What follows belongs to an exercise in optimizing a design on an open flow for small area; a production flow would make more cautious choices.
Function was checked by simulation only, so behaviour that the tests miss may differ from the original.
The clock port is modelled as an ideal driver; clocking choices that lean on that would not hold on a real chip.
Power is estimated from default activity; no workload was simulated.

[design.v]
`timescale 1ns / 1ps
module Controller(
   input clk, rst, input [5:0] Switches,
   output reg [15:0] add_img,
   output reg [15:0] add_imgencoder,
   output reg [11:0] add_data,
   input flag_AV_edge_detected, flag_AV_starting_img_pixels
    );
wire valid = (Switches == 6'd1) | (Switches == 6'd2) | (Switches == 6'd4) |
             (Switches == 6'd8) | (Switches == 6'd16) | (Switches == 6'd32);
wire m1  = Switches[0];
wire m2  = Switches[1];
wire m4  = Switches[2];
wire m8  = Switches[3];
wire m16 = Switches[4];
wire m32 = Switches[5];
reg       started;
reg [4:0] c;
wire c_last = (m4  & c[4] & c[2] & c[1] & c[0]) |    
              (m8  & c[2] & c[0]) |                  
              (m16 & c[3] & c[1] & c[0]) |           
              (m32 & c[2]);                          
wire cmode  = m4 | m8 | m16 | m32;
wire run    = valid & flag_AV_starting_img_pixels & started;
wire hit    = run & flag_AV_edge_detected;
wire step   = hit & ((m1 & (&add_img[1:0])) | (m2 & (&add_img[2:0])) | c_last);
function [15:0] inc16(input [15:0] q, input en);
    integer i;
    reg t;
    begin
        t = en;
        for (i = 0; i < 16; i = i + 1) begin
            inc16[i] = q[i] ^ t;
            t = t & q[i];
        end
    end
endfunction
always @(posedge clk, posedge rst) begin
    if (rst) begin
        add_img <= 0;
        add_imgencoder <= 0;
        add_data <= 0;
    end else begin
        add_img <= inc16(add_img, valid);
        add_imgencoder <= inc16(add_imgencoder, run);
        add_data <= inc16({4'd0, add_data}, step);
    end
end
wire [15:0] c_inc = inc16({11'd0, c}, 1'b1);
always @(posedge clk) begin
    if (rst) begin
        started <= 0;
        c <= 0;
    end else begin
        if (valid & flag_AV_starting_img_pixels)
            started <= 1'b1;
        if (hit & cmode)
            c <= c_last ? 5'd0 : c_inc[4:0];
    end
end
endmodule
`timescale 1ns / 1ps
module encoder(
input clk, rst, input [5:0] Switches,
input [23:0]  message,
input [23:0] img,
output reg [23:0] stego_out,
input flagAV_edge_detected, flag_start_encoding,
output reg flag_starting_decoding
    );
wire valid = (Switches == 6'd1) | (Switches == 6'd2) | (Switches == 6'd4) |
             (Switches == 6'd8) | (Switches == 6'd16) | (Switches == 6'd32);
wire m1  = Switches[0];
wire m2  = Switches[1];
wire m4  = Switches[2];
wire m8  = Switches[3];
wire m16 = Switches[4];
wire m32 = Switches[5];
reg [4:0] p;
reg enable1, enable2;
wire p_last = (m1  & p[4]) |                          
              (m2  & p[4] & p[0]) |                   
              (m4  & p[4] & p[2] & p[1] & p[0]) |     
              (m8  & p[4] & p[2]) |                   
              (m16 & p[4] & p[2] & p[1]) |            
              (m32 & p[4]);                           
wire [2:0] w = {m1 | m8 | m32, m1 | m2 | m16, m2 | m4 | m32};
function [4:0] add5(input [4:0] a, input [2:0] b);
    integer i;
    reg cy;
    reg [4:0] bb;
    begin
        cy = 1'b0;
        bb = {2'b00, b};
        for (i = 0; i < 5; i = i + 1) begin
            add5[i] = a[i] ^ bb[i] ^ cy;
            cy = (a[i] & bb[i]) | (cy & (a[i] ^ bb[i]));
        end
    end
endfunction
wire M0 = (p[0] ? (p[1] ? (p[2] ? (p[3] ? message[15] : (p[4] ? message[23] : message[7])) : (p[3] ? message[11] : (p[4] ? message[19] : message[3]))) : (p[2] ? (p[3] ? message[13] : (p[4] ? message[21] : message[5])) : (p[3] ? message[9] : (p[4] ? message[17] : message[1])))) : (p[1] ? (p[2] ? (p[3] ? message[14] : (p[4] ? message[22] : message[6])) : (p[3] ? message[10] : (p[4] ? message[18] : message[2]))) : (p[2] ? (p[3] ? message[12] : (p[4] ? message[20] : message[4])) : (p[3] ? message[8] : (p[4] ? message[16] : message[0])))));   
wire M1 = (p[0] ? (p[1] ? (p[2] ? message[16] : message[4]) : (p[2] ? (p[4] ? message[22] : message[6]) : message[10])) : (p[1] ? (p[2] ? (p[3] ? message[15] : (p[4] ? message[23] : message[7])) : (p[3] ? message[11] : (p[4] ? message[19] : message[3]))) : (p[2] ? (p[3] ? message[13] : (p[4] ? message[21] : message[5])) : (p[3] ? message[9] : (p[4] ? message[17] : message[1])))));   
wire M2 = (p[0] ? (p[1] ? (p[2] ? message[17] : message[5]) : (p[2] ? (p[4] ? message[23] : message[7]) : message[11])) : (p[1] ? (p[2] ? message[8] : (p[3] ? message[12] : message[20])) : (p[2] ? (p[3] ? message[14] : (p[4] ? message[22] : message[6])) : (p[3] ? message[10] : (p[4] ? message[18] : message[2])))));   
wire M3 = (p[0] ? (p[1] ? message[18] : message[8]) : (p[1] ? (p[2] ? message[9] : (p[3] ? message[13] : message[21])) : (p[2] ? (p[3] ? message[15] : (p[4] ? message[23] : message[7])) : (p[3] ? message[11] : (p[4] ? message[19] : message[3])))));   
wire M4 = (p[0] ? (p[1] ? message[19] : message[9]) : (p[1] ? (p[2] ? message[10] : (p[3] ? message[14] : message[22])) : (p[2] ? message[16] : message[4])));   
wire M5 = (p[1] ? (p[2] ? message[11] : message[23]) : (p[2] ? message[17] : message[5]));   
wire l32 = m32 & p[4];    
reg [23:0] emb;
always @* begin
    emb = img;
    emb[0]  = m4 ? img[0] : M0;
    emb[1]  = (m1 | m32 & ~l32) ? M1 : img[1];
    emb[8]  = m1 ? M2 : (m2 | m8 | l32) ? M1 : m32 ? M2 : img[8];
    emb[9]  = m1 ? M3 : img[9];
    emb[16] = m1 ? M4 : m4 ? M0 : m16 ? M1 : (m2 | m8 | l32) ? M2 : M3;
    emb[17] = m1 ? M5 : (m8 | l32) ? M3 : m32 ? M4 : img[17];
end
always @(posedge clk, posedge rst) begin
    if (rst) begin
        stego_out <= 0;
        flag_starting_decoding <= 0;
    end else if (flag_start_encoding) begin
        if (enable2) begin
            flag_starting_decoding <= 1'b1;
            if (valid)
                stego_out <= emb;
        end else begin
            stego_out <= img;
            flag_starting_decoding <= 1'b0;
        end
    end
end
always @(posedge clk) begin
    if (rst) begin
        p <= 0;
        enable1 <= 0;
        enable2 <= 0;
    end else if (flag_start_encoding) begin
        enable1 <= flagAV_edge_detected;
        enable2 <= enable1;
        if (enable2 & valid)
            p <= p_last ? 5'd0 : add5(p, w);
    end
end
endmodule
`timescale 1ns / 1ps
module Decoderr(
    input clk, rst, input [5:0] Switches,
    input flag_enable_Decoder,
    input [23:0] stego_in,
    output reg [23:0] msg_out
    );
wire valid = (Switches == 6'd1) | (Switches == 6'd2) | (Switches == 6'd4) |
             (Switches == 6'd8) | (Switches == 6'd16) | (Switches == 6'd32);
wire m1  = Switches[0];
wire m2  = Switches[1];
wire m4  = Switches[2];
wire m8  = Switches[3];
wire m16 = Switches[4];
wire m32 = Switches[5];
reg [23:0] out;
reg [4:0] k;
wire k_last = (m1  & k[1] & k[0]) |                  
              (m2  & k[2] & k[1] & k[0]) |           
              (m4  & k[4] & k[2] & k[1] & k[0]) |    
              (m8  & k[2] & k[0]) |                  
              (m16 & k[3] & k[1] & k[0]) |           
              (m32 & k[2]);                          
wire l32 = m32 & k[2];    
function [4:0] inc5(input [4:0] q);
    integer i;
    reg t;
    begin
        t = 1'b1;
        for (i = 0; i < 5; i = i + 1) begin
            inc5[i] = q[i] ^ t;
            t = t & q[i];
        end
    end
endfunction
wire en  = flag_enable_Decoder & valid;
wire sh1 = en & m4;
wire sh2 = en & m16;
wire sh3 = en & m2;
wire sh4 = en & (m8 | l32);
wire sh5 = en & m32 & ~l32;
wire sh6 = en & m1;
wire h   = ~en;
wire [29:0] ext = {stego_in[17], stego_in[16], stego_in[9], stego_in[8], stego_in[1], stego_in[0], out};
wire [23:0] nxt;
genvar i;
generate for (i = 0; i < 24; i = i + 1) begin : g
    wire x1 = (i + 1 < 24) ? out[(i+1) % 24] : stego_in[16];
    wire x2 = (i + 2 < 24) ? out[(i+2) % 24] : (i == 22 ? stego_in[0] : stego_in[16]);
    wire x3 = (i + 3 < 24) ? out[(i+3) % 24] : (i == 21 ? stego_in[0] : i == 22 ? stego_in[8] : stego_in[16]);
    wire x4 = (i + 4 < 24) ? out[(i+4) % 24] : (i == 20 ? stego_in[0] : i == 21 ? stego_in[8] : i == 22 ? stego_in[16] : stego_in[17]);
    wire x5 = (i + 5 < 24) ? out[(i+5) % 24] : (i == 19 ? stego_in[0] : i == 20 ? stego_in[1] : i == 21 ? stego_in[8] : i == 22 ? stego_in[16] : stego_in[17]);
    wire x6 = ext[i + 6];
    assign nxt[i] = (h & out[i]) | (sh1 & x1) | (sh2 & x2) | (sh3 & x3) | (sh4 & x4) | (sh5 & x5) | (sh6 & x6);
end endgenerate
always @(posedge clk, posedge rst) begin
    if (rst)
        msg_out <= 0;
    else if (en & (k == 5'd0))
        msg_out <= out;
end
always @(posedge clk) begin
    if (rst) begin
        out <= 0;
        k <= 0;
    end else begin
        out <= nxt;
        if (en)
            k <= k_last ? 5'd0 : inc5(k);
    end
end
endmodule
`timescale 1ns / 1ps
module stego_top(
    input         clk,
    input         rst,
    input  [5:0]  sw,
    input         edge_detected,
    input         start_pixels,
    input  [23:0] message,
    input  [23:0] img,
    output [15:0] add_img,
    output [15:0] add_imgencoder,
    output [11:0] add_data,
    output [23:0] stego_out,
    output        stego_valid,
    output [23:0] msg_out
    );
Controller u_ctrl(
    .clk(clk), .rst(rst), .Switches(sw),
    .add_img(add_img), .add_imgencoder(add_imgencoder), .add_data(add_data),
    .flag_AV_edge_detected(edge_detected),
    .flag_AV_starting_img_pixels(start_pixels)
    );
encoder u_enc(
    .clk(clk), .rst(rst), .Switches(sw),
    .message(message), .img(img),
    .stego_out(stego_out),
    .flagAV_edge_detected(edge_detected),
    .flag_start_encoding(start_pixels),
    .flag_starting_decoding(stego_valid)
    );
Decoderr u_dec(
    .clk(clk), .rst(rst), .Switches(sw),
    .flag_enable_Decoder(stego_valid),
    .stego_in(stego_out),
    .msg_out(msg_out)
    );
endmodule
[flow/run.sh]
#!/bin/bash
# Standard layout (standard.sh, unchanged synthesis), with these changes in
# how it is made:
#  - ports are buffered with the smallest buffer (buf_1) instead of the
#    default pick;
#  - after floorplan, combinational cells are set to their smallest size;
#    placement's repair_design sizes them up where slew or load need it;
#  - clock tree: clkbuf_8 buffers, no dummy loads;
#  - after CTS, area recovery: each combinational cell takes the smallest
#    size that keeps slews, loads and slacks within margins.
set -euo pipefail
export BUFFER_PORTS_ARGS="-buffer_cell sky130_fd_sc_hd__buf_1"
export POST_FLOORPLAN_TCL="$PWD/flow/downsize.tcl"
export CTS_ARGS="-sink_clustering_enable -repair_clock_nets -buf_list sky130_fd_sc_hd__clkbuf_8 -dont_use_dummy_load"
export POST_CTS_TCL="$PWD/flow/area_recover.tcl"
bash standard.sh > standard.log 2>&1
[flow/area_recover.tcl]
# Area recovery: gives each combinational cell the smallest cell of the
# same function that keeps every slew and capacitance at least
# AR_MARGIN below its limit and the setup and hold slacks above AR_SETUP
# and AR_HOLD (ns). Registers, clock-tree cells and port buffers keep
# their cells.
set ar_margin [expr {[info exists ::env(AR_MARGIN)] ? $::env(AR_MARGIN) : 0.2}]
set ar_setup  [expr {[info exists ::env(AR_SETUP)] ? $::env(AR_SETUP) : 0.3}]
set ar_hold   [expr {[info exists ::env(AR_HOLD)] ? $::env(AR_HOLD) : 0.05}]
estimate_parasitics -placement
sta::make_equiv_cells [lindex [get_libs *] 0]

proc ar_ok {} {
  global ar_margin ar_setup ar_hold
  if {[sta::max_slew_check_slack_limit] < $ar_margin} { return 0 }
  if {[sta::max_capacitance_check_slack_limit] < $ar_margin} { return 0 }
  if {[sta::worst_slack_cmd max] < $ar_setup * 1e-9} { return 0 }
  if {[sta::worst_slack_cmd min] < $ar_hold * 1e-9} { return 0 }
  return 1
}

if {![ar_ok]} {
  puts "area_recover: the design does not meet the margins before recovery; skipped"
} else {
  set cands {}
  foreach inst [get_cells *] {
    set lc [get_lib_cells -quiet -of_objects $inst]
    if {$lc == "" || [catch {set name [get_name $lc]}]} continue
    if {[regexp {__(df|tap|fill|decap|clkbuf|clkinv|conb)} $name]} continue
    set iname [get_full_name $inst]
    if {[regexp {^(input|output)[0-9]+$} $iname]} continue
    set skip 0
    foreach p [get_pins -of_objects $inst -filter "direction==output"] {
      set n [get_nets -quiet -of_objects $p]
      if {$n != "" && [[sta::sta_to_db_net $n] getSigType] == "CLOCK"} { set skip 1 }
    }
    if {$skip} continue
    if {[catch {set a0 [get_property $lc area]}]} continue
    lappend cands [list $inst $a0]
  }
  set saved 0.0
  set changed 0
  foreach c [lsort -real -decreasing -index 1 $cands] {
    lassign $c inst a0
    set lc0 [get_lib_cells -of_objects $inst]
    set smaller {}
    set eqs [sta::find_equiv_cells $lc0]
    if {$eqs == "" || $eqs == "NULL"} continue
    foreach e $eqs {
      if {$e == "NULL"} continue
      set en [get_name $e]
      if {[regexp {lpflow|probe} $en]} continue
      if {[catch {set a [get_property $e area]}]} continue
      if {$a < $a0} { lappend smaller [list $e $a] }
    }
    foreach s [lsort -real -index 1 $smaller] {
      lassign $s e a
      replace_cell $inst $e
      if {[ar_ok]} {
        set saved [expr {$saved + $a0 - $a}]
        incr changed
        break
      }
      replace_cell $inst $lc0
    }
  }
  puts "area_recover: resized $changed cells, [format %.1f $saved] um2 less"
}
[flow/downsize.tcl]
# Runs after floorplan (POST_FLOORPLAN_TCL): give every combinational cell
# the smallest cell of the same function. Registers keep their cells.
# Placement's repair_design and the later timing repairs size up again
# wherever slew, capacitance or timing need it.
sta::make_equiv_cells [lindex [get_libs *] 0]
set n 0
set saved 0.0
foreach inst [get_cells *] {
  set lc [get_lib_cells -of_objects $inst]
  set name [get_name $lc]
  if {[string match "*__df*" $name] || [string match "*__tap*" $name]} continue
  set eq [sta::find_equiv_cells $lc]
  if {$eq == ""} continue
  set best $lc
  if {[catch {set ba [get_property $lc area]}]} continue
  foreach c $eq {
    if {$c == "NULL" || $c == ""} continue
    set cn [get_name $c]
    if {[string match "*lpflow*" $cn] || [string match "*probe*" $cn]} continue
    if {[catch {set a [get_property $c area]}]} continue
    if {$a < $ba} { set best $c; set ba $a }
  }
  if {$best != $lc} {
    set saved [expr {$saved + [get_property $lc area] - $ba}]
    replace_cell $inst $best
    incr n
  }
}
puts "downsize: replaced $n cells, [format %.1f $saved] um2"
[standard.sh]
#!/bin/bash
# synth_recipe.tcl (not shown) runs the flow's synth.tcl, then flattens the netlist and writes it again
# the make line also repeats each setting of config.mk as NAME=value (left out here)
make -C /OpenROAD-flow-scripts/flow DESIGN_CONFIG=/design/flow/config.mk WORK_HOME=/design/flow/orfs CLKGATE_MAP_FILE= SYNTH_SCRIPT=/design/flow/synth_recipe.tcl "${@:-finish}"
[config.mk]
export PLATFORM = sky130hd
export DESIGN_NAME = stego_top
export DESIGN_NICKNAME = stego_top
export VERILOG_FILES = /design/flow/design.v
export SDC_FILE = /design/flow/constraint.sdc
export NUM_CORES = 4
export LEC_CHECK = 0
export ABC_AREA = 0
export CAP_MARGIN = 20
export CORE_MARGIN = 2
export CORE_UTILIZATION = 45
export PLACE_DENSITY = 0.6
export SLEW_MARGIN = 20
[constraint.sdc]
create_clock -name core_clock -period 6.0 [get_ports {clk}]
set_input_delay 1.2000 -clock core_clock [delete_from_list [all_inputs] [get_ports {clk}]]
set_output_delay 1.2000 -clock core_clock [all_outputs]
set_load 0.01 [all_outputs]
==> flow_summary.yaml, run 1 <==
logic_synthesis:
  synth.distinct_cells: 55
  synth_edf_count: 0
  syn_nets: 728
  synth_top_area_share_pct: 33.89
  ys_seq_area_share_pct: 46.14
  synth_area_sq_mm: 0.006867
  synth_warnings: 3
  synth_seq_cells: 135
  yosys-top-cells-area: "dfrtp_1 34%, dfxtp_1 12%, ha_1 9.1%"
  synthCells: 618
  async_reset_ff_share_pct: 68.89
  ys.flop_type: "dfrtp_1"
  synth_top_area_cell: "dfrtp_1"
  synth.most_common_cell: "dfrtp_1"
  ys_top_cells_by_count: "93 x dfrtp_1, 50 x ha_1, 50 x mux2_1"
  syn_avg_cell_area_sq_um: 11.11
cts:
  cts_sinks: 135
floorplan:
  die_x_microns: 127.5
  start_util_pct: 45.68
  num_rows: 45
  ioPinCount: 151
  die_h_microns: 127.5
place:
  dp_hpwl_microns: 11700
  routabilityCongestion: 0.8619
  dp_slack_ps: 349.1
  place.port_buffers: 150
  placed_area_sq_mm: 0.007468
status:
  tool.error: "Error: cts.tcl, 90 can't read \"ar_margin\": no such variable"
  status: "aborted with a tool error"
  stop_stage: "clock tree synthesis"
==> cell families after synthesis <==
family                     after synthesis  share of synthesized area (%)
adders and majority gates               52                          9.694
muxes                                   75                          13.19
and+or+nand+nor                        117                          8.127
DFF                                    135                          46.14
xor gates and xnor gates                 6                         0.7653
buffers and inverters                   67                          5.266
AOI/OAI and AO/OA                      166                          16.82
==> worst max path at each step <==
| stage | end | slack (ps) |
|---|---|---|
| after floorplan | u_ctrl.add_imgencoder[15] | 960 |
| after global placement | u_ctrl.add_imgencoder[15] | 570 |
| after detailed placement | u_ctrl.add_imgencoder[15] | 350 |
==> power by group through the flow <==
stage	Combinational, mW	Clock (mW)	Sequential [mW]
global placement	0.180	0	0.992
floorplan	0.106	0	0.998
detailed placement	0.185	0	0.992
==> stage by stage <==
stage                     utilization, %  std cells
after floorplan                        -        618
after global placement             49.68        917
after detailed placement           49.68        917
==> inputs of run 2 (changes only) <==
--- a/flow/area_recover.tcl
+++ b/flow/area_recover.tcl
@@ -3,14 +3,14 @@
 # AR_MARGIN below its limit and the setup and hold slacks above AR_SETUP
 # and AR_HOLD (ns). Registers, clock-tree cells and port buffers keep
 # their cells.
-set ar_margin [expr {[info exists ::env(AR_MARGIN)] ? $::env(AR_MARGIN) : 0.2}]
-set ar_setup  [expr {[info exists ::env(AR_SETUP)] ? $::env(AR_SETUP) : 0.3}]
-set ar_hold   [expr {[info exists ::env(AR_HOLD)] ? $::env(AR_HOLD) : 0.05}]
+set ::ar_margin [expr {[info exists ::env(AR_MARGIN)] ? $::env(AR_MARGIN) : 0.2}]
+set ::ar_setup  [expr {[info exists ::env(AR_SETUP)] ? $::env(AR_SETUP) : 0.3}]
+set ::ar_hold   [expr {[info exists ::env(AR_HOLD)] ? $::env(AR_HOLD) : 0.05}]
 estimate_parasitics -placement
 sta::make_equiv_cells [lindex [get_libs *] 0]
 
 proc ar_ok {} {
-  global ar_margin ar_setup ar_hold
+  global ar_margin ar_setup ar_hold ;# set at global scope above
   if {[sta::max_slew_check_slack_limit] < $ar_margin} { return 0 }
   if {[sta::max_capacitance_check_slack_limit] < $ar_margin} { return 0 }
   if {[sta::worst_slack_cmd max] < $ar_setup * 1e-9} { return 0 }
==> run 2 against run 1 <==
Net effect:
- the run now finishes clean
- synthesized cell count stayed put
- synthesized area is the same
==> flow_summary.yaml, run 2 <==
power_and_ir_drop:
  power_frac_seq_pct: 57.6
  finalPower_mw: 1.691
  switching_share_pct: 25.60
  internal_power_mw: 1.258
  worst_ir_drop_vdd_mv: 0.1207
  power_leakage_nw: 3.346
  combPwrFrac_pct: 10.6
  p_clk_share_pct: 31.7
  powerDensity_mw_per_mm2: 220.7
  p_sw_mw: 0.4330
final_layout:
  area_growth_pct: 11.57
  reg.largest.list: "u_dec.msg_out (24), u_dec.out (24), u_enc.stego_out (24)"
  final_cell_mix: "150 x buf_1, 93 x dfrtp_1, 51 x mux2_1"
  utilization_pct: 50.96
  fin_nets: 859
  final_area_sq_mm: 0.007661
  fillCellCount: 1418
  layout_commonest_cell: "buf_1"
  drive_above_1_share_pct: 4.552
  n_antenna_cell: 0
drt:
  drc: 0
  dr_total_vias: 5473
  viasPerCell: 5.853
  drt-initial-drc-count: 673
  wirelength_microns: 16240
  postRouteAntennaNets: 0
  post_drt_wl_per_cell_microns: 17.37
  drt_pass1_iterations: 7
setup_path:
  endpoint_kind: "flop"
  critPathLaunchType: "input pin"
  r2r_slack_ps: 2410
  path_class: "in -> reg"
  cp.arrival_ps: 5620
  cp.required_ps: 6330
  cp_max_fo: 13
flow_run:
  maxCapViolCount: 0
timing:
  finalMaxSlewViolations: 0
  min_period_over_period_pct: 88.26
  tightest_slew_ps: 1130
  hold_viol_final: 0
  worst_clock_skew_ps: 21.85
  setup_viol: 0
  finalCriticalPeriod_ps: 5295
  fin_tns_setup_ps: 0
  grt_setup_unrepaired: "false"
  maxSlewHeadroom_pct: 24.29
  fmax_ghz: 0.1888
floorplan:
  ioPinCount: 151
  start_util_pct: 45.68
  dieArea_sq_mm: 0.01626
  num_rows: 45
  die_x_microns: 127.5
  die_h_microns: 127.5
  core_sq_mm: 0.01503
global_route:
  grt_util_met3_pct: 5.025
  overflow: 0
  track_usage_pct: 20.65
  grt_max_degree: 59
  antenna_found_initial: 0
  use_met1_pct: 27.50
  grt_most_used_layer: "met2"
  grt_pass1_wl_microns: 26930
  met2_usage_pct: 33.69
  grt_pass1_vias: 5316
logic_synthesis:
  synth_top_area_cell: "dfrtp_1"
  synth_area_sq_mm: 0.006867
  synth.distinct_cells: 55
  yosys-top-cells-area: "dfrtp_1 34%, dfxtp_1 12%, ha_1 9.1%"
  ys_top_cells_by_count: "93 x dfrtp_1, 50 x ha_1, 50 x mux2_1"
  syn_avg_cell_area_sq_um: 11.11
  ys_seq_area_share_pct: 46.14
  synth_seq_cells: 135
  synth.most_common_cell: "dfrtp_1"
  synth_edf_count: 0
  ys.flop_type: "dfrtp_1"
  async_reset_ff_share_pct: 68.89
  synth_top_area_share_pct: 33.89
  synthCells: 618
  syn_nets: 728
  synth_warnings: 3
place:
  place.port_buffers: 150
  routabilityCongestion: 0.8619
  dp_hpwl_microns: 11700
  placed_area_sq_mm: 0.007468
min_path:
  hold_path_class: "reg -> reg"
cts:
  clk_latency_ps: 440
  cts_tree: "done"
  path_clk_slew_ps: 70
  cts_sinks: 135
status:
  status: "finished clean"
## run 2: logic make-up (layout without fill, tap and decap cells)
| group | count (synthesis) | count (layout) | synth area share (%) |
|---|---|---|---|
| muxes | 75 | 75 | 13.19 |
| buffers and inverters | 67 | 196 | 5.266 |
| adders and majority gates | 52 | 52 | 9.694 |
| DFF | 135 | 135 | 46.14 |
| and+or+nand+nor | 117 | 117 | 8.127 |
| xor gates and xnor gates | 6 | 6 | 0.7653 |
| AOI/OAI and AO/OA | 166 | 166 | 16.82 |
## run 2: path summary, 6_finish.rpt
| path | startpoint | end | cells past startpoint |
|---|---|---|---|
| hold reg to reg | u_ctrl.add_data[11] | u_ctrl.add_data[11] | 1 |
| max in group asynchronous | rst | u_dec.msg_out[16] | 5 |
| hold / removal | u_ctrl.add_data[11] | u_ctrl.add_data[11] | 1 |
| min in group asynchronous | rst | u_ctrl.add_data[7] | 3 |
| setup reg to reg | u_ctrl.c[2] | u_ctrl.add_data[11] | 16 |
| setup / recovery | sw[2] | u_ctrl.add_imgencoder[15] | 22 |
## run 2: routing by layer
| layer | vias up | share of wire (%) |
|---|---|---|
| met1 | 2642 | 44 |
| met5 | - | 0 |
| li1 | 2560 | - |
| met2 | 247 | 48 |
| met4 | 0 | 1.3 |
| met3 | 24 | 6.7 |
## run 2: worst max-delay path: stages
cell	delay (ps)
buf_1	230
clkbuf_1	490
nor4b_1	130
o21ai_1	190
nand3_1	220
and3_1	280
ha_1	180
ha_1	180
ha_1	180
ha_1	190
ha_1	190
ha_1	180
ha_1	170
ha_1	180
ha_1	180
ha_1	180
ha_1	190
ha_1	190
ha_1	190
ha_1	180
ha_1	190
xor2_1	160
## run 2: layout make-up
type	instances	area, sq um	share of cell area, %
inverters	14	52.55	0.6859
well taps	188	235.2	3.070
multi-input cells	416	3327	43.43
flip-flops and latches	135	3168	41.35
repair buffers	165	644.4	8.411
clock buffers	17	234.0	3.054
## run 2: through the flow
step	std cells	hold WS [ps]	worst slack, ps
floorplan	618	435.7	959.0
global placement	917	451.6	565.8
detailed placement	917	456.6	349.1
global route	935	480.0	363.4
finish	935	459.9	704.7
## run 2: power by group through the flow
stage	clock network (mW)	logic, mW	registers (mW)
floorplan	0	0.106	0.998
global placement	0	0.180	0.992
detailed placement	0	0.185	0.992
global route	0.594	0.202	0.980
finish	0.537	0.180	0.975
==> inputs of run 3 (changes only) <==
--- a/flow/area_recover.tcl
+++ b/flow/area_recover.tcl
@@ -1,11 +1,7 @@
-# Area recovery: gives each combinational cell the smallest cell of the
-# same function that keeps every slew and capacitance at least
-# AR_MARGIN below its limit and the setup and hold slacks above AR_SETUP
-# and AR_HOLD (ns). Registers, clock-tree cells and port buffers keep
-# their cells.
 set ::ar_margin [expr {[info exists ::env(AR_MARGIN)] ? $::env(AR_MARGIN) : 0.2}]
 set ::ar_setup  [expr {[info exists ::env(AR_SETUP)] ? $::env(AR_SETUP) : 0.3}]
 set ::ar_hold   [expr {[info exists ::env(AR_HOLD)] ? $::env(AR_HOLD) : 0.05}]
+set ::ar_clk_slew [expr {[info exists ::env(AR_CLK_SLEW)] ? $::env(AR_CLK_SLEW) : 0.10}]
 estimate_parasitics -placement
 sta::make_equiv_cells [lindex [get_libs *] 0]
 
@@ -16,6 +12,15 @@
   if {[sta::worst_slack_cmd max] < $ar_setup * 1e-9} { return 0 }
   if {[sta::worst_slack_cmd min] < $ar_hold * 1e-9} { return 0 }
   return 1
+}
+
+proc ar_clk_slew {} {
+  set mx 0
+  foreach p [get_pins -quiet */CLK] {
+    set s [get_property $p slew_max]
+    if {$s > $mx} { set mx $s }
+  }
+  return $mx
 }
 
 if {![ar_ok]} {
@@ -64,4 +69,28 @@
     }
   }
   puts "area_recover: resized $changed cells, [format %.1f $saved] um2 less"
+
+  # clock buffers: smallest clkbuf that keeps the clock pins' slews low
+  set csaved 0.0
+  set cchanged 0
+  set clkbufs {}
+  foreach b {1 2 4 8 16} { lappend clkbufs [get_lib_cells sky130_fd_sc_hd__clkbuf_$b] }
+  foreach inst [get_cells *] {
+    set lc0 [get_lib_cells -quiet -of_objects $inst]
+    if {$lc0 == "" || [catch {set n0 [get_name $lc0]}]} continue
+    if {![regexp {__clkbuf_[0-9]+$} $n0]} continue
+    set a0 [get_property $lc0 area]
+    foreach c $clkbufs {
+      set a [get_property $c area]
+      if {$a >= $a0} break
+      replace_cell $inst $c
+      if {[ar_clk_slew] <= $::ar_clk_slew && [ar_ok]} {
+        set csaved [expr {$csaved + $a0 - $a}]
+        incr cchanged
+        break
+      }
+      replace_cell $inst $lc0
+    }
+  }
+  puts "area_recover: resized $cchanged clock buffers, [format %.1f $csaved] um2 less, clock pin slew [format %.1f [expr {[ar_clk_slew] * 1e3}]] ps"
 }
--- a/config.mk
+++ b/config.mk
@@ -5,7 +5,7 @@
 export SDC_FILE = /design/flow/constraint.sdc
 export NUM_CORES = 4
 export LEC_CHECK = 0
-export ABC_AREA = 0
+export ABC_AREA = 1
 export CAP_MARGIN = 20
 export CORE_MARGIN = 2
 export CORE_UTILIZATION = 45
==> run 3 against run 2 <==
Net effect:
- largest cell class is now sequential cells
- final area fell by 1.1%
- sequential share of layout area rose by 0.47 points
- combinational power rose by 19%
- critical path depth rose by 3
- still clean
==> flow_summary.yaml, run 3 <==
final_layout:
  drive_above_1_share_pct: 3.430
  fin_nets: 1074
  utilization_pct: 50.20
  area_growth_pct: 9.594
  layout.cells.non_filler: 1152
  final_cell_mix: "196 x nand2_1, 150 x buf_1, 96 x nor2_1"
  layout_commonest_cell: "nand2_1"
  reg.largest.list: "u_dec.msg_out (24), u_dec.out (24), u_enc.stego_out (24)"
  final_area_sq_mm: 0.007575
cts:
  cts_tree: "done"
  path_clk_slew_ps: 100
  cts_sinks: 135
  clk_latency_ps: 700
timing:
  min_period_over_period_pct: 75.98
  tightest_slew_ps: 1020
  fmax_ghz: 0.2194
  finalMaxSlewViolations: 0
  hold_viol_final: 0
  worst_clock_skew_ps: 33.44
  fin_tns_setup_ps: 0
  holdWs_ps: 461.0
  setup_viol: 0
  maxSlewHeadroom_pct: 32.02
  finalCriticalPeriod_ps: 4559
  grt_setup_unrepaired: "false"
  setup_slack_ps: 1441
power_and_ir_drop:
  powerDensity_mw_per_mm2: 218.1
  switching_share_pct: 28.45
  combPwrFrac_pct: 13.0
  internal_power_mw: 1.182
  finalPower_mw: 1.652
  worst_ir_drop_vdd_mv: 0.1721
  p_sw_mw: 0.4700
  power_frac_seq_pct: 60.1
  p_clk_share_pct: 27.0
  power_leakage_nw: 3.499
floorplan:
  die_x_microns: 127.9
  dieArea_sq_mm: 0.01637
  start_util_pct: 45.80
  core_sq_mm: 0.01509
  die_h_microns: 127.9
  num_rows: 45
  ioPinCount: 151
logic_synthesis:
  syn_nets: 936
  async_reset_ff_share_pct: 68.89
  ys.flop_type: "dfrtp_1"
  synth.most_common_cell: "nand2_1"
  synth_top_area_cell: "dfrtp_1"
  synthCells: 826
  synth.distinct_cells: 46
  synth_edf_count: 0
  synth_warnings: 3
  yosys-top-cells-area: "dfrtp_1 34%, dfxtp_1 12%, nand2_1 10%"
  synth_top_area_share_pct: 33.67
  synth_area_sq_mm: 0.006912
  syn_avg_cell_area_sq_um: 8.368
  ys_seq_area_share_pct: 45.84
  ys_top_cells_by_count: "188 x nand2_1, 93 x dfrtp_1, 90 x nor2_1"
  synth_seq_cells: 135
global_route:
  grt_max_degree: 58
  track_usage_pct: 21.57
  overflow: 0
  grt_pass1_wl_microns: 28030
  grt_pass1_vias: 5614
  antenna_found_initial: 1
drt:
  wirelength_microns: 17060
  post_drt_wl_per_cell_microns: 14.81
  drc: 0
  viasPerCell: 5.277
  drt-initial-drc-count: 598
  postRouteAntennaNets: 0
  dr_total_vias: 6079
  drt_pass1_iterations: 5
setup_path:
  cp.arrival_ps: 5150
  cp_max_fo: 11
  cp.required_ps: 6590
  endpoint_kind: "flop"
  critPathLaunchType: "input pin"
  path_class: "in -> reg"
status:
  status: "finished clean"
place:
  dp_cells: 1132
  dp_slack_ps: 672.4
  placed_area_sq_mm: 0.007415
  dp_hpwl_microns: 12020
  place.port_buffers: 150
  routabilityCongestion: 0.8973
flow_run:
  maxCapViolCount: 0
min_path:
  hold_path_class: "reg -> reg"
-- run 3: cell types whose count changed after synthesis, moves of 35 or more --
cell      change
mux2_1       -50
inv_1        +47
nor2_1       +62
o22ai_1      +47
nand2_1     +141
a222oi_1     -35
-- run 3: metal layers --
| metal | track usage, % | part of all wire [%] |
|---|---|---|
| met5 | 0 | 0 |
| met4 | 5.882 | 1.0 |
| met3 | 4.508 | 5.8 |
| met2 | 35.17 | 47 |
| met1 | 29.31 | 46 |
-- run 3: path summary, 6_finish.rpt --
kind / depth (start not counted) / endpoint / start / slack [ps]
setup / recovery: 25 / u_ctrl.add_imgencoder[15] / sw[5] / 1440
hold / removal: 1 / u_ctrl.add_img[15] / u_ctrl.add_img[15] / 460
setup reg to reg: 11 / u_dec.out[20] / u_enc.flag_starting_decoding / 2630
hold reg to reg: 1 / u_ctrl.add_img[15] / u_ctrl.add_img[15] / 460
max in group asynchronous: 4 / u_ctrl.add_data[11] / rst / 3720
min in group asynchronous: 3 / u_enc.stego_out[8] / rst / 1160
-- run 3: layout make-up --
type                    count  area [sq um]
diodes                      2         5.005
clock buffers              17         156.4
fillers                  1541          7515
inverters                  69         259.0
multi-input cells         581          3117
flip-flops and latches    135          3168
well taps                 188         235.2
repair buffers            160         634.4
-- run 3: kinds of logic after synthesis --
logic type | count (synthesis) | share of synthesized area (%)
AO/OA/AOI/OAI | 183 | 15.22
XOR/XNOR | 4 | 0.5068
adder cells (fa/ha/maj) | 52 | 9.631
buffers and inverters | 110 | 7.295
flip-flops | 135 | 45.84
AND/OR/NAND/NOR | 342 | 21.51
-- run 3: worst max-delay path, cell delays in order --
cell     delay (ps)
buf_1           210
inv_1           220
nand2_1          80
nor2_1          220
inv_2            40
nand4_1          70
nand2_1         100
nand2_1         120
nor2_1           70
ha_1            180
ha_1            180
ha_1            180
ha_1            180
ha_1            180
ha_1            180
ha_1            180
ha_1            180
ha_1            180
ha_1            180
ha_1            180
ha_1            180
ha_1            180
ha_1            170
ha_1            180
xor2_1          150
-- run 3: power groups by stage --
stage,Sequential [mW],Clock [mW],Combinational (mW)
6_report,0.992,0.445,0.215
5_1_grt,1.00,0.499,0.247
3_5_place_dp,1.01,0,0.219
3_3_place_gp,1.01,0,0.219
2_1_floorplan,1.02,0,0.128
==> inputs of run 4 (changes only) <==
--- a/config.mk
+++ b/config.mk
@@ -5,7 +5,7 @@
 export SDC_FILE = /design/flow/constraint.sdc
 export NUM_CORES = 4
 export LEC_CHECK = 0
-export ABC_AREA = 1
+export ABC_AREA = 0
 export CAP_MARGIN = 20
 export CORE_MARGIN = 2
 export CORE_UTILIZATION = 45
==> run 4 against run 3 <==
Net effect:
- register-to-register slack got worse by 230 ps
- utilization rose by 0.35 points
- total power fell by 2.7%
- sequential power fell by 2%
- sequential cell count did not move
- via count fell by 9.7%
- critical path depth fell by 3
- global-route usage fell by 0.90 points
- sequential share of layout area fell by 0.14 points
- combinational power fell by 16%
- largest cell class is now multi-input gates
==> flow_summary.yaml, run 4 <==
status:
  status: "finished clean"
flow_run:
  maxCapViolCount: 0
min_path:
  min_to: "u_ctrl.add_data[11]"
  hold_start: "u_ctrl.add_data[11]"
  hold_depth: 1
  hold_path_class: "reg -> reg"
logic_synthesis:
  synth_seq_cells: 135
  synth.most_common_cell: "dfrtp_1"
  ys.flop_type: "dfrtp_1"
  synth_area_sq_mm: 0.006867
  synth_top_family_by_area: "compound AO/OA/AOI/OAI gates"
  syn_nets: 728
  synth.distinct_cells: 55
  synth_compound_area_share_pct: 16.82
  synth_top_area_share_pct: 33.89
  synth_adder_area_share_pct: 9.694
  ys_top_cells_by_count: "93 x dfrtp_1, 50 x ha_1, 50 x mux2_1"
  syn_avg_cell_area_sq_um: 11.11
  muxShareOfSynthArea_pct: 13.19
  synth_xor_area_share_pct: 0.7653
  synth-simple-area-share_pct: 8.127
  synthCells: 618
  async_reset_ff_share_pct: 68.89
  yosys-top-cells-area: "dfrtp_1 34%, dfxtp_1 12%, ha_1 9.1%"
  synth_warnings: 3
  ys_seq_area_share_pct: 46.14
  synth_top_area_cell: "dfrtp_1"
  synth_edf_count: 0
timing:
  setup_viol: 0
  hold_viol_final: 0
  fin_tns_setup_ps: 0
  finalCriticalPeriod_ps: 5037
  holdWs_ps: 461.0
  finalMaxSlewViolations: 0
  maxSlewHeadroom_pct: 24.52
  tightest_slew_ps: 1126
  min_period_over_period_pct: 83.96
  worst_clock_skew_ps: 32.71
  fmax_ghz: 0.1985
  grt_setup_unrepaired: "false"
global_route:
  grt_max_degree: 59
  met2_usage_pct: 33.66
  grt_pass1_wl_microns: 26930
  antenna_found_initial: 1
  overflow: 0
  grt_pass1_vias: 5312
  grt_util_met3_pct: 5.067
  track_usage_pct: 20.67
  grt_most_used_layer: "met2"
  use_met1_pct: 27.55
setup_path:
  cp_max_fo: 13
  startpoint: "sw[2]"
  slowest_stage: "clkbuf_1"
  crit_top_cell: "ha_1"
  r2r_end: "u_ctrl.add_data[11]"
  endpoint_kind: "flop"
  slowest_delay_ps: 480
  path_buf_inv: 2
  reg2reg_from: "u_ctrl.c[2]"
  r2r_cells: 16
  critPathLaunchType: "input pin"
  cp.required_ps: 6590
  crit_family: "adder cells"
  path_cells: "buf_1, clkbuf_1, nor4b_1, o21ai_1, nand3_1, and3_1, ha_1, ha_1, ha_1, ha_1, ha_1, ha_1, ha_1, ha_1, ha_1, ha_1, ha_1, ha_1, ha_1, ha_1, ha_1, xor2_1"
  cp.arrival_ps: 5630
  r2r_slack_ps: 2400
  path_class: "in -> reg"
cts:
  path_clk_slew_ps: 80
  clk_latency_ps: 720
  cts_sinks: 135
  cts_tree: "done"
floorplan:
  core_sq_mm: 0.01503
  num_rows: 45
  dieArea_sq_mm: 0.01626
  start_util_pct: 45.68
  ioPinCount: 151
  die_h_microns: 127.5
  die_x_microns: 127.5
drt:
  drc: 0
  drt-initial-drc-count: 729
  postRouteAntennaNets: 0
  drt_pass1_iterations: 8
  post_drt_wl_per_cell_microns: 17.42
  dr_total_vias: 5487
  viasPerCell: 5.862
  wirelength_microns: 16300
power_and_ir_drop:
  powerDensity_mw_per_mm2: 211.5
  worst_ir_drop_vdd_mv: 0.1024
  power_leakage_nw: 3.320
final_layout:
  fillCellCount: 1424
  fin_nets: 859
  final_cell_mix: "150 x buf_1, 93 x dfrtp_1, 51 x mux2_1"
  area_growth_pct: 10.68
  reg.largest.list: "u_dec.msg_out (24), u_dec.out (24), u_enc.stego_out (24)"
  layout_commonest_cell: "buf_1"
  drive_above_1_share_pct: 4.552
place:
  routabilityCongestion: 0.8619
  place.port_buffers: 150
  dp_hpwl_microns: 11700
-- run 4: cell count changes after synthesis, moves of 17 or more --
cell | before | now
nand2_1 | 188 | 47
inv_1 | 60 | 13
a222oi_1 | 0 | 35
mux2_1 | 0 | 50
nand3_1 | 31 | 3
nor2_1 | 90 | 28
o22ai_1 | 50 | 3
mux2i_1 | 0 | 17
-- run 4: kinds of logic (layout without fill, tap and decap cells) --
family          Yosys count  count (layout)
compound gates          166             166
xor+xnor                  6               6
fa+ha+maj                52              52
buf+inv                  67             196
flops                   135             135
mux                      75              75
other cells               0               1
simple gates            117             117
-- run 4: worst register-to-register path: cells and delay by family (launching register included) --
kind	cells	cell delay, ps
adder cells (fa/ha/maj)	11	1960
AO/OA/AOI/OAI	3	810
flip-flops	1	350
AND/OR/NAND/NOR	1	220
XOR/XNOR	1	150
-- run 4: final cells by class --
cell class / instances / area, sq um / share of cell area [%]
multi-input cells: 416 / 3327 / 43.78
flip-flops and latches: 135 / 3168 / 41.69
well taps: 188 / 235.2 / 3.095
clock buffers: 17 / 168.9 / 2.223
inverters: 14 / 53.80 / 0.7079
diodes: 1 / 2.502 / 0.03293
repair buffers: 165 / 644.4 / 8.479
-- run 4: layer usage --
layer | part of all wire, % | routed length [microns]
met5 | 0 | 0
met4 | 1.3 | 208
met3 | 7.3 | 1191
met2 | 48 | 7819
met1 | 43 | 7083
-- run 4: how the worst max path moves through the flow --
stage                           endpoint  slack [ps]  depth (start not counted)
6_report       u_ctrl.add_imgencoder[15]         960                         22
2_1_floorplan  u_ctrl.add_imgencoder[15]         960                         21
5_1_grt        u_ctrl.add_imgencoder[15]         680                         22
3_3_place_gp   u_ctrl.add_imgencoder[15]         570                         21
3_5_place_dp   u_ctrl.add_imgencoder[15]         350                         21
-- run 4: where the power goes --
group          switching [mW]  internal, mW
registers              0.0315         0.942
logic                   0.113        0.0663
clock network           0.280         0.174
total                   0.425          1.18
-- run 4: metrics by stage --
stage	instance area [sq um]	cells	util (%)	setup WS [ps]	power [mW]
finish	7600	936	50.55	962.5	1.607
detailed placement	7468	917	49.68	349.1	1.177
global placement	7468	917	49.68	565.8	1.172
floorplan	6867	618	-	959.0	1.104
global route	7600	936	50.55	676.7	1.691
==> inputs of run 5 (changes only) <==
--- a/flow/run.sh
+++ b/flow/run.sh
@@ -13,4 +13,6 @@
 export POST_FLOORPLAN_TCL="$PWD/flow/downsize.tcl"
 export CTS_ARGS="-sink_clustering_enable -repair_clock_nets -buf_list sky130_fd_sc_hd__clkbuf_8 -dont_use_dummy_load"
 export POST_CTS_TCL="$PWD/flow/area_recover.tcl"
+export AR_MARGIN=0.1
+export AR_CLK_SLEW=0.11
 bash standard.sh > standard.log 2>&1
--- a/config.mk
+++ b/config.mk
@@ -5,9 +5,9 @@
 export SDC_FILE = /design/flow/constraint.sdc
 export NUM_CORES = 4
 export LEC_CHECK = 0
-export ABC_AREA = 0
-export CAP_MARGIN = 20
+export ABC_AREA = 1
+export CAP_MARGIN = 10
 export CORE_MARGIN = 2
 export CORE_UTILIZATION = 45
 export PLACE_DENSITY = 0.6
-export SLEW_MARGIN = 20
+export SLEW_MARGIN = 10
==> run 5 against run 4 <==
Net effect:
- still clean
- sequential power rose by 2%
- total power rose by 2.3%
- maximum frequency rose by 10%
- sequential cell count did not move
- synthesized area rose by 0.66%
- clock power fell by 4%
- register-to-register slack improved by 210 ps
- non-clock buffer count fell by 5
- final cell count rose by 23%
- worst setup slack improved by 470 ps
- critical path depth rose by 3
- critical path type unchanged
- critical endpoint unchanged
- largest cell class is now sequential cells
==> flow_summary.yaml, run 5 <==
logic_synthesis:
  synth.most_common_cell: "nand2_1"
  synth_top_area_share_pct: 33.67
  ys_seq_area_share_pct: 45.84
  synth_warnings: 3
  synth_area_sq_mm: 0.006912
  synth_seq_cells: 135
  syn_nets: 936
  synthCells: 826
  syn_avg_cell_area_sq_um: 8.368
  synth.distinct_cells: 46
  ys_top_cells_by_count: "188 x nand2_1, 93 x dfrtp_1, 90 x nor2_1"
  ys.flop_type: "dfrtp_1"
  synth_top_area_cell: "dfrtp_1"
  yosys-top-cells-area: "dfrtp_1 34%, dfxtp_1 12%, nand2_1 10%"
  async_reset_ff_share_pct: 68.89
  synth_edf_count: 0
global_route:
  grt_util_met3_pct: 4.508
  use_met1_pct: 29.31
  grt_max_degree: 58
  track_usage_pct: 21.57
  antenna_found_initial: 1
  overflow: 0
  grt_pass1_vias: 5614
  grt_pass1_wl_microns: 28030
  grt_most_used_layer: "met2"
  met2_usage_pct: 35.17
timing:
  fmax_ghz: 0.2191
  fin_tns_setup_ps: 0
  min_period_over_period_pct: 76.07
  setup_viol: 0
  tightest_slew_ps: 1125
  finalCriticalPeriod_ps: 4564
  setup_slack_ps: 1436
  grt_setup_unrepaired: "false"
  worst_clock_skew_ps: 39.69
  maxSlewHeadroom_pct: 25.01
  finalMaxSlewViolations: 0
  hold_viol_final: 0
power_and_ir_drop:
  finalPower_mw: 1.644
  p_sw_mw: 0.4687
  powerDensity_mw_per_mm2: 217.2
  worst_ir_drop_vdd_mv: 0.1719
  power_frac_seq_pct: 60.4
  combPwrFrac_pct: 13.0
  power_leakage_nw: 3.494
  switching_share_pct: 28.51
  p_clk_share_pct: 26.6
  internal_power_mw: 1.175
drt:
  wirelength_microns: 17110
  viasPerCell: 5.274
  postRouteAntennaNets: 0
  dr_total_vias: 6076
  drt-initial-drc-count: 599
  drt_pass1_iterations: 5
  post_drt_wl_per_cell_microns: 14.85
  drc: 0
place:
  place.port_buffers: 150
  routabilityCongestion: 0.8973
  dp_slack_ps: 672.4
  dp_hpwl_microns: 12020
floorplan:
  die_x_microns: 127.9
  ioPinCount: 151
  start_util_pct: 45.80
  num_rows: 45
  dieArea_sq_mm: 0.01637
  die_h_microns: 127.9
  core_sq_mm: 0.01509
setup_path:
  endpoint_kind: "flop"
  slowest_stage: "inv_1"
  cp.required_ps: 6590
  critPathLaunchType: "input pin"
  crit_top_cell: "ha_1"
  reg2reg_from: "u_enc.flag_starting_decoding"
  crit_family: "adder cells"
  slowest_delay_ps: 220
  startpoint: "sw[5]"
  cp_max_fo: 11
  cp.arrival_ps: 5160
  path_class: "in -> reg"
  path_buf_inv: 3
final_layout:
  reg.largest.list: "u_dec.msg_out (24), u_dec.out (24), u_enc.stego_out (24)"
  layout_commonest_cell: "nand2_1"
  drive_above_1_share_pct: 3.326
  area_growth_pct: 9.486
  fillCellCount: 1543
  fin_nets: 1074
  final_cell_mix: "196 x nand2_1, 150 x buf_1, 96 x nor2_1"
cts:
  path_clk_slew_ps: 100
  cts_sinks: 135
  cts_tree: "done"
  clk_latency_ps: 710
flow_run:
  maxCapViolCount: 0
status:
  status: "finished clean"
min_path:
  hold_start: "u_ctrl.add_img[15]"
  hold_path_class: "reg -> reg"
[run 5: cell types whose count changed after synthesis, sizes merged, moves of 8 or more]
| cell | change |
|---|---|
| o22ai | +47 |
| a21oi | +11 |
| o21ai | +13 |
| mux2 | -51 |
| nand2 | +149 |
| nor2b | -9 |
| nor2 | +68 |
| a222oi | -35 |
| inv | +54 |
| clkbuf | -9 |
| nand3 | +27 |
| mux2i | -17 |
| a22o | -8 |
[run 5: worst paths after layout]
| kind | end | slack [ps] | depth (start not counted) |
|---|---|---|---|
| setup / recovery | u_ctrl.add_imgencoder[15] | 1440 | 25 |
| hold / removal | u_ctrl.add_img[15] | 460 | 1 |
| setup reg to reg | u_dec.out[20] | 2610 | 11 |
| hold reg to reg | u_ctrl.add_img[15] | 460 | 1 |
| max in group asynchronous | u_ctrl.add_data[11] | 3710 | 4 |
| min in group asynchronous | u_enc.stego_out[8] | 1170 | 3 |
[run 5: kinds of logic after synthesis]
family / synth area share (%)
xor gates and xnor gates: 0.5068
and+or+nand+nor: 21.51
buffers and inverters: 7.295
AOI/OAI and AO/OA: 15.22
DFF: 45.84
adders and majority gates: 9.631
[run 5: final cells by class]
type / instances / area (sq um) / share of cell area, %
Sequential cell: 135 / 3168 / 41.87
Multi-Input combinational cell: 581 / 3117 / 41.19
Clock buffer: 17 / 150.1 / 1.984
Timing Repair Buffer: 160 / 633.1 / 8.366
Inverter: 69 / 259.0 / 3.423
Tap cell: 188 / 235.2 / 3.108
Antenna cell: 2 / 5.005 / 0.06614
[run 5: metal layers]
metal / up-vias / share of wire [%]
met3: 13 / 6.7
met5: - / 0
li1: 3039 / -
met2: 211 / 47
met4: 0 / 1.1
met1: 2813 / 45
[run 5: stage by stage]
step / area, sq um / hold WS, ps / std cells / utilization [%]
floorplan: 6912 / 447.4 / 826 / -
global placement: 7415 / 452.0 / 1132 / 49.14
detailed placement: 7415 / 458.0 / 1132 / 49.14
global route: 7567 / 500.3 / 1152 / 50.15
finish: 7567 / 461.0 / 1152 / 50.15
[run 5: power groups by stage]
stage / registers, mW / clock network (mW) / logic [mW]
2_1_floorplan: 1.02 / 0 / 0.128
3_5_place_dp: 1.01 / 0 / 0.219
3_3_place_gp: 1.01 / 0 / 0.219
5_1_grt: 1.00 / 0.491 / 0.247
6_report: 0.992 / 0.437 / 0.214
[run 5: worst reg2reg max path: stages (launching register included)]
cell and delay [ps]:
dfrtp_1 410, nand2_1 80, clkbuf_1 670, inv_1 90, clkbuf_2 400, nand2_1 170, clkbuf_1 730, inv_1 310
nand2_1 130, nand3_1 80, nor2_1 100, a21oi_1 70
==> inputs of run 6 (changes only) <==
==> flow/run.sh (replaced) <==
#!/bin/bash
# Standard layout (standard.sh, unchanged synthesis), with these changes in
# how it is made:
#  - ports are buffered with the smallest buffer (buf_1) instead of the
#    default pick;
#  - clock tree: clkbuf_8 buffers, no dummy loads;
#  - after CTS, area recovery: each combinational cell takes the smallest
#    size that keeps slews, loads and slacks within margins.

set -euo pipefail
export BUFFER_PORTS_ARGS="-buffer_cell sky130_fd_sc_hd__buf_1"
export CTS_ARGS="-sink_clustering_enable -repair_clock_nets -buf_list sky130_fd_sc_hd__clkbuf_8 -dont_use_dummy_load"
export POST_CTS_TCL="$PWD/flow/area_recover.tcl"
bash standard.sh > standard.log 2>&1
--- a/config.mk
+++ b/config.mk
@@ -6,8 +6,8 @@
 export NUM_CORES = 4
 export LEC_CHECK = 0
 export ABC_AREA = 1
-export CAP_MARGIN = 10
+export CAP_MARGIN = 20
 export CORE_MARGIN = 2
-export CORE_UTILIZATION = 45
-export PLACE_DENSITY = 0.6
-export SLEW_MARGIN = 10
+export CORE_UTILIZATION = 55
+export PLACE_DENSITY = 0.7
+export SLEW_MARGIN = 20
removed: flow/downsize.tcl
==> run 6 against run 5 <==
Net effect:
- still clean
- synthesized area unchanged
- hold slack improved by 5.9 ps
- sequential share of layout area is 0.19 points higher
- combinational power hardly changed
- via count up 3.2%
- count of clock-buffer cells in the layout is the same
- critical path depth down 1
- clock skew is essentially flat
- maximum frequency fell by 0.40%
- final area shrank 0.45%
- critical path type unchanged
==> flow_summary.yaml, run 6 <==
status:
  status: "finished clean"
global_route:
  grt_pass1_vias: 6013
  track_usage_pct: 26.70
  grt_pass1_wl_microns: 28110
  antenna_found_initial: 1
  overflow: 0
  grt_max_degree: 70
logic_synthesis:
  synth.distinct_cells: 46
  ys_top_cells_by_count: "188 x nand2_1, 93 x dfrtp_1, 90 x nor2_1"
  yosys-top-cells-area: "dfrtp_1 34%, dfxtp_1 12%, nand2_1 10%"
  syn_avg_cell_area_sq_um: 8.368
  ys_seq_area_share_pct: 45.84
  syn_nets: 936
  synth_warnings: 3
  async_reset_ff_share_pct: 68.89
  synth_top_area_share_pct: 33.67
  synth_area_sq_mm: 0.006912
  synth_edf_count: 0
  synth_seq_cells: 135
  ys.flop_type: "dfrtp_1"
  synthCells: 826
  synth_top_area_cell: "dfrtp_1"
  synth.most_common_cell: "nand2_1"
power_and_ir_drop:
  switching_share_pct: 28.59
  power_frac_seq_pct: 59.3
  finalPower_mw: 1.675
  p_clk_share_pct: 27.8
  power_leakage_nw: 3.487
  combPwrFrac_pct: 12.9
  internal_power_mw: 1.196
  powerDensity_mw_per_mm2: 222.3
  worst_ir_drop_vdd_mv: 0.1495
  p_sw_mw: 0.4789
floorplan:
  die_h_microns: 116.1
  dieArea_sq_mm: 0.01348
  core_sq_mm: 0.01216
  num_rows: 40
  die_x_microns: 116.1
  start_util_pct: 56.83
  ioPinCount: 151
timing:
  fmax_ghz: 0.2182
  finalCriticalPeriod_ps: 4582
  maxSlewHeadroom_pct: 42.60
  grt_setup_unrepaired: "false"
  fin_tns_setup_ps: 0
  hold_viol_final: 0
  worst_clock_skew_ps: 39.71
  setup_viol: 0
  tightest_slew_ps: 858.6
  finalMaxSlewViolations: 0
  holdWs_ps: 466.9
  min_period_over_period_pct: 76.37
  setup_slack_ps: 1418
cts:
  cts_tree: "done"
  path_clk_slew_ps: 90
  cts_sinks: 135
  clk_latency_ps: 770
drt:
  drt_pass1_iterations: 5
  dr_total_vias: 6270
  drt-initial-drc-count: 498
  wirelength_microns: 17200
  viasPerCell: 5.573
  drc: 0
  post_drt_wl_per_cell_microns: 15.29
  postRouteAntennaNets: 0
setup_path:
  cp_max_fo: 11
  cp.required_ps: 6640
  path_class: "in -> reg"
  r2r_slack_ps: 2590
  endpoint_kind: "flop"
  cp.arrival_ps: 5220
  critPathLaunchType: "input pin"
final_layout:
  reg.largest.list: "u_dec.msg_out (24), u_dec.out (24), u_enc.stego_out (24)"
  fillCellCount: 1175
  fin_nets: 1068
  drive_above_1_share_pct: 3.243
  area_growth_pct: 8.997
  final_cell_mix: "196 x nand2_1, 150 x buf_1, 95 x nor2_1"
  layout_commonest_cell: "nand2_1"
min_path:
  hold_path_class: "reg -> reg"
flow_run:
  maxCapViolCount: 0
place:
  place.port_buffers: 150
  dp_hpwl_microns: 12260
  routabilityCongestion: 0.9175
  dp_slack_ps: 631.0
[run 6: cell count changes in the layout (fill, tap and decap cells not counted), sizes merged]
| cell | previous run | this run |
|---|---|---|
| clkbuf | 25 | 20 |
| buf | 152 | 151 |
| diode | 2 | 1 |
[run 6: final timing paths]
check / from / to / cells after the start
worst max-delay path: sw[5] / u_ctrl.add_imgencoder[15] / 24
worst min-delay path: u_ctrl.started / u_ctrl.started / 2
worst max register to register: u_ctrl.started / u_ctrl.add_imgencoder[15] / 18
worst min register to register: u_ctrl.started / u_ctrl.started / 2
max in group asynchronous: rst / u_ctrl.add_imgencoder[1] / 5
min in group asynchronous: rst / u_dec.msg_out[15] / 3
[run 6: stage by stage]
| stage | util (%) | instance area [sq um] | cells |
|---|---|---|---|
| global route | 61.94 | 7533 | 1125 |
| detailed placement | 61.46 | 7475 | 1106 |
| global placement | 61.46 | 7475 | 1106 |
| finish | 61.94 | 7533 | 1125 |
| floorplan | - | 6912 | 826 |
[run 6: power groups by stage]
stage	registers, mW	logic [mW]	clock network, mW
after floorplan	1.02	0.128	0
after global placement	1.01	0.219	0
after detailed placement	1.01	0.223	0
after global routing	1.00	0.245	0.512
final	0.994	0.216	0.465
[run 6: final cells by class]
cell class	instances	area, sq um	share of cell area [%]
inverters	69	261.5	3.471
well taps	168	210.2	2.790
diodes	1	2.502	0.03322
flip-flops and latches	135	3168	42.05
clock buffers	17	168.9	2.242
multi-input cells	581	3124	41.47
repair buffers	154	598.1	7.939
[run 6: logic make-up (layout without fill, tap and decap cells)]
family,Yosys count,count (layout),share of synthesized area (%)
simple gates,342,342,21.51
compound gates,183,183,15.22
flops,135,135,45.84
buf+inv,110,240,7.295
fa+ha+maj,52,52,9.631
xor+xnor,4,4,0.5068
other cells,0,1,0
[run 6: metal layers]
metal  global-route usage, %  up-vias  part of all wire, %
li1                        -     3016                    -
met1                   33.16     2959                   42
met2                   44.37      260                   47
met3                   7.628       35                  8.0
met4                   10.40        0                  2.0
met5                       0        -                    0
[run 6: worst max-delay path: stages]
cell     delay (ps)
buf_1           360
inv_1           210
nand3_1         130
nand2_1          50
nand4_1          80
nand2_1          90
nand2_1         140
nor2_1           90
ha_1            190
ha_1            190
ha_1            190
ha_1            180
ha_1            180
ha_1            170
ha_1            180
ha_1            180
ha_1            180
ha_1            180
ha_1            180
ha_1            170
ha_1            170
ha_1            170
ha_1            190
xor2_1          160
==> inputs of run 7 (changes only) <==
--- a/config.mk
+++ b/config.mk
@@ -8,6 +8,6 @@
 export ABC_AREA = 1
 export CAP_MARGIN = 20
 export CORE_MARGIN = 2
-export CORE_UTILIZATION = 55
-export PLACE_DENSITY = 0.7
+export CORE_UTILIZATION = 45
+export PLACE_DENSITY = 0.6
 export SLEW_MARGIN = 20
==> run 7 against run 6 <==
Net effect:
- sequential power about the same
- critical endpoint unchanged
- largest power group unchanged
- final cell count up 1.8%
- first-iteration DRC count shrank 8.8%
- final area about the same
- global-route usage decreased by 4.8 points
- still clean on timing, DRC and antenna
- maximum frequency rose by 1.7%
==> flow_summary.yaml, run 7 <==
drt:
  dr_total_vias: 5957
  postRouteAntennaNets: 0
  drt-initial-drc-count: 454
  wirelength_microns: 17230
  drt_pass1_iterations: 6
  viasPerCell: 5.203
  drc: 0
  post_drt_wl_per_cell_microns: 15.05
timing:
  fin_tns_setup_ps: 0
  min_period_over_period_pct: 75.13
  hold_viol_final: 0
  worst_clock_skew_ps: 34.56
  finalCriticalPeriod_ps: 4508
  tightest_slew_ps: 930.4
  grt_setup_unrepaired: "false"
  fmax_ghz: 0.2219
  setup_viol: 0
  holdWs_ps: 469.0
  maxSlewHeadroom_pct: 37.80
  finalMaxSlewViolations: 0
floorplan:
  ioPinCount: 151
  dieArea_sq_mm: 0.01637
  die_x_microns: 127.9
  core_sq_mm: 0.01509
  start_util_pct: 45.80
  num_rows: 45
  die_h_microns: 127.9
final_layout:
  layout_commonest_cell: "nand2_1"
  drive_above_1_share_pct: 3.138
  reg.largest.list: "u_dec.msg_out (24), u_dec.out (24), u_enc.stego_out (24)"
  area_growth_pct: 8.943
  fillCellCount: 1594
  fin_nets: 1068
  final_cell_mix: "196 x nand2_1, 150 x buf_1, 95 x nor2_1"
setup_path:
  startpoint: "sw[4]"
  cp.required_ps: 6570
  cp.arrival_ps: 5080
  cp_max_fo: 6
  r2r_slack_ps: 2620
  path_class: "in -> reg"
  r2r_end: "u_ctrl.add_img[15]"
  reg2reg_from: "u_ctrl.add_img[0]"
  critPathCapture: "u_ctrl.add_imgencoder[15]"
  critPathLaunchType: "input pin"
  endpoint_kind: "flop"
  r2r_cells: 16
power_and_ir_drop:
  powerDensity_mw_per_mm2: 219.2
  power_leakage_nw: 3.474
  worst_ir_drop_vdd_mv: 0.1819
logic_synthesis:
  synthCells: 826
  async_reset_ff_share_pct: 68.89
  synth.distinct_cells: 46
  synth_top_area_cell: "dfrtp_1"
  syn_nets: 936
  synth_edf_count: 0
  ys_seq_area_share_pct: 45.84
  synth.most_common_cell: "nand2_1"
  syn_avg_cell_area_sq_um: 8.368
  synth_seq_cells: 135
  synth_area_sq_mm: 0.006912
  ys_top_cells_by_count: "188 x nand2_1, 93 x dfrtp_1, 90 x nor2_1"
  yosys-top-cells-area: "dfrtp_1 34%, dfxtp_1 12%, nand2_1 10%"
  synth_warnings: 3
  ys.flop_type: "dfrtp_1"
  synth_top_area_share_pct: 33.67
global_route:
  grt_max_degree: 74
  grt_pass1_vias: 5636
  overflow: 0
  grt_pass1_wl_microns: 28450
  antenna_found_initial: 1
  track_usage_pct: 21.88
cts:
  cts_tree: "done"
  clk_latency_ps: 710
  cts_sinks: 135
  path_clk_slew_ps: 80
status:
  status: "finished clean"
place:
  dp_hpwl_microns: 12100
  place.port_buffers: 150
  routabilityCongestion: 0.8862
flow_run:
  maxCapViolCount: 0
min_path:
  hold_path_class: "reg -> reg"
-- run 7: cells by family (layout without fill, tap and decap cells) --
group,count (synthesis),in the layout,share of synthesized area (%)
adders and majority gates,52,52,9.631
xor gates and xnor gates,4,4,0.5068
DFF,135,135,45.84
other,0,1,0
AOI/OAI and AO/OA,183,183,15.22
buffers and inverters,110,240,7.295
and+or+nand+nor,342,342,21.51
-- run 7: layout make-up --
cell class | count | area [sq um] | area share [%]
Clock buffer | 17 | 156.4 | 2.077
Tap cell | 188 | 235.2 | 3.124
Sequential cell | 135 | 3168 | 42.07
Timing Repair Buffer | 154 | 584.3 | 7.760
Antenna cell | 1 | 2.502 | 0.03323
Multi-Input combinational cell | 581 | 3124 | 41.49
Inverter | 69 | 259.0 | 3.440
-- run 7: worst min path at each step --
stage / depth (start not counted) / to / from / slack (ps)
floorplan: 2 / u_dec.msg_out[0] / u_dec.out[0] / 450
global placement: 1 / u_ctrl.add_data[11] / u_ctrl.add_data[11] / 460
detailed placement: 1 / u_ctrl.add_data[11] / u_ctrl.add_data[11] / 450
global route: 1 / u_ctrl.add_imgencoder[15] / u_ctrl.add_imgencoder[15] / 500
finish: 2 / u_ctrl.started / u_ctrl.started / 470
-- run 7: metal layers --
| metal | up-vias | share of wire [%] | global-route usage (%) |
|---|---|---|---|
| met2 | 177 | 47 | 35.77 |
| met5 | - | 0 | 0 |
| met4 | 0 | 1.1 | 5.559 |
| met3 | 20 | 5.7 | 5.467 |
| li1 | 3015 | - | - |
| met1 | 2745 | 46 | 29.24 |
-- run 7: where the power goes --
part / internal (mW) / switching [mW] / total, mW / leakage, nW
clock: 0.160 / 0.282 / 0.442 / 0.0907
combinational: 0.0665 / 0.149 / 0.215 / 1.80
sequential: 0.954 / 0.0393 / 0.993 / 1.58
-- run 7: critical path, stage by stage --
cell and delay (ps):
buf_1 160, inv_1 170, nand2_1 80, nor2_1 230
inv_2 40, nand4_1 70, nand2_1 110, nand2_1 130
nor2_1 80, ha_1 180, ha_1 180, ha_1 180
ha_1 170, ha_1 180, ha_1 180, ha_1 170
ha_1 170, ha_1 180, ha_1 180, ha_1 180
ha_1 180, ha_1 180, ha_1 180, ha_1 180
xor2_1 150
-- run 7: per-stage QoR --
| step | cell area (sq um) | worst slack (ps) | total power, mW | cells | util, % |
|---|---|---|---|---|---|
| after detailed placement | 7507 | 817.0 | 1.239 | 1127 | 49.75 |
| after global placement | 7507 | 905.7 | 1.238 | 1127 | 49.75 |
| after floorplan | 6912 | 1195 | 1.149 | 826 | - |
| final | 7530 | 1492 | 1.651 | 1145 | 49.90 |
| after global routing | 7530 | 1323 | 1.746 | 1145 | 49.90 |

[static timing again, ports no longer ideal]
How much do the figures lean on ideal ports? The routed layouts below were timed once more, with nothing changed but the port constraints.
Step 1 (the two cells are an assumption about what drives the block):
set clk [get_ports {clk}]
set_driving_cell -lib_cell sky130_fd_sc_hd__clkbuf_16 $clk
set_driving_cell -lib_cell sky130_fd_sc_hd__buf_2 [delete_from_list [all_inputs] $clk]
Step 2 also shifts input and output timing later by t, the mid clock arrival at the registers, as if the neighbouring blocks saw the same clock.
Three values: ideal ports, drivers, drivers and shift; two values: the first two.
| run | t, ns | setup slack, ns | slew at the worst register clock pin (ns) | worst data-port slew with drivers (ns) |
|---|---|---|---|---|
| run 2 | 0.464 | 0.705 / 0.719 / 0.255 | 0.07 / 0.07 | 0.06 |
| run 3 | 0.719 | 1.441 / 1.443 / 0.724 | 0.10 / 0.10 | 0.06 |
| run 4 | 0.744 | 0.963 / 0.977 / 0.233 | 0.09 / 0.09 | 0.06 |
| run 5 | 0.724 | 1.436 / 1.438 / 0.714 | 0.11 / 0.11 | 0.06 |
| run 6 | 0.788 | 1.418 / 1.429 / 0.641 | 0.11 / 0.11 | 0.04 |
| run 7 | 0.732 | 1.492 / 1.499 / 0.767 | 0.10 / 0.10 | 0.04 |
After both steps every run listed still meets setup and hold. For run 6, which loses most, drivers alone change the setup slack by +0.011 ns; drivers and shift together by -0.777 ns.
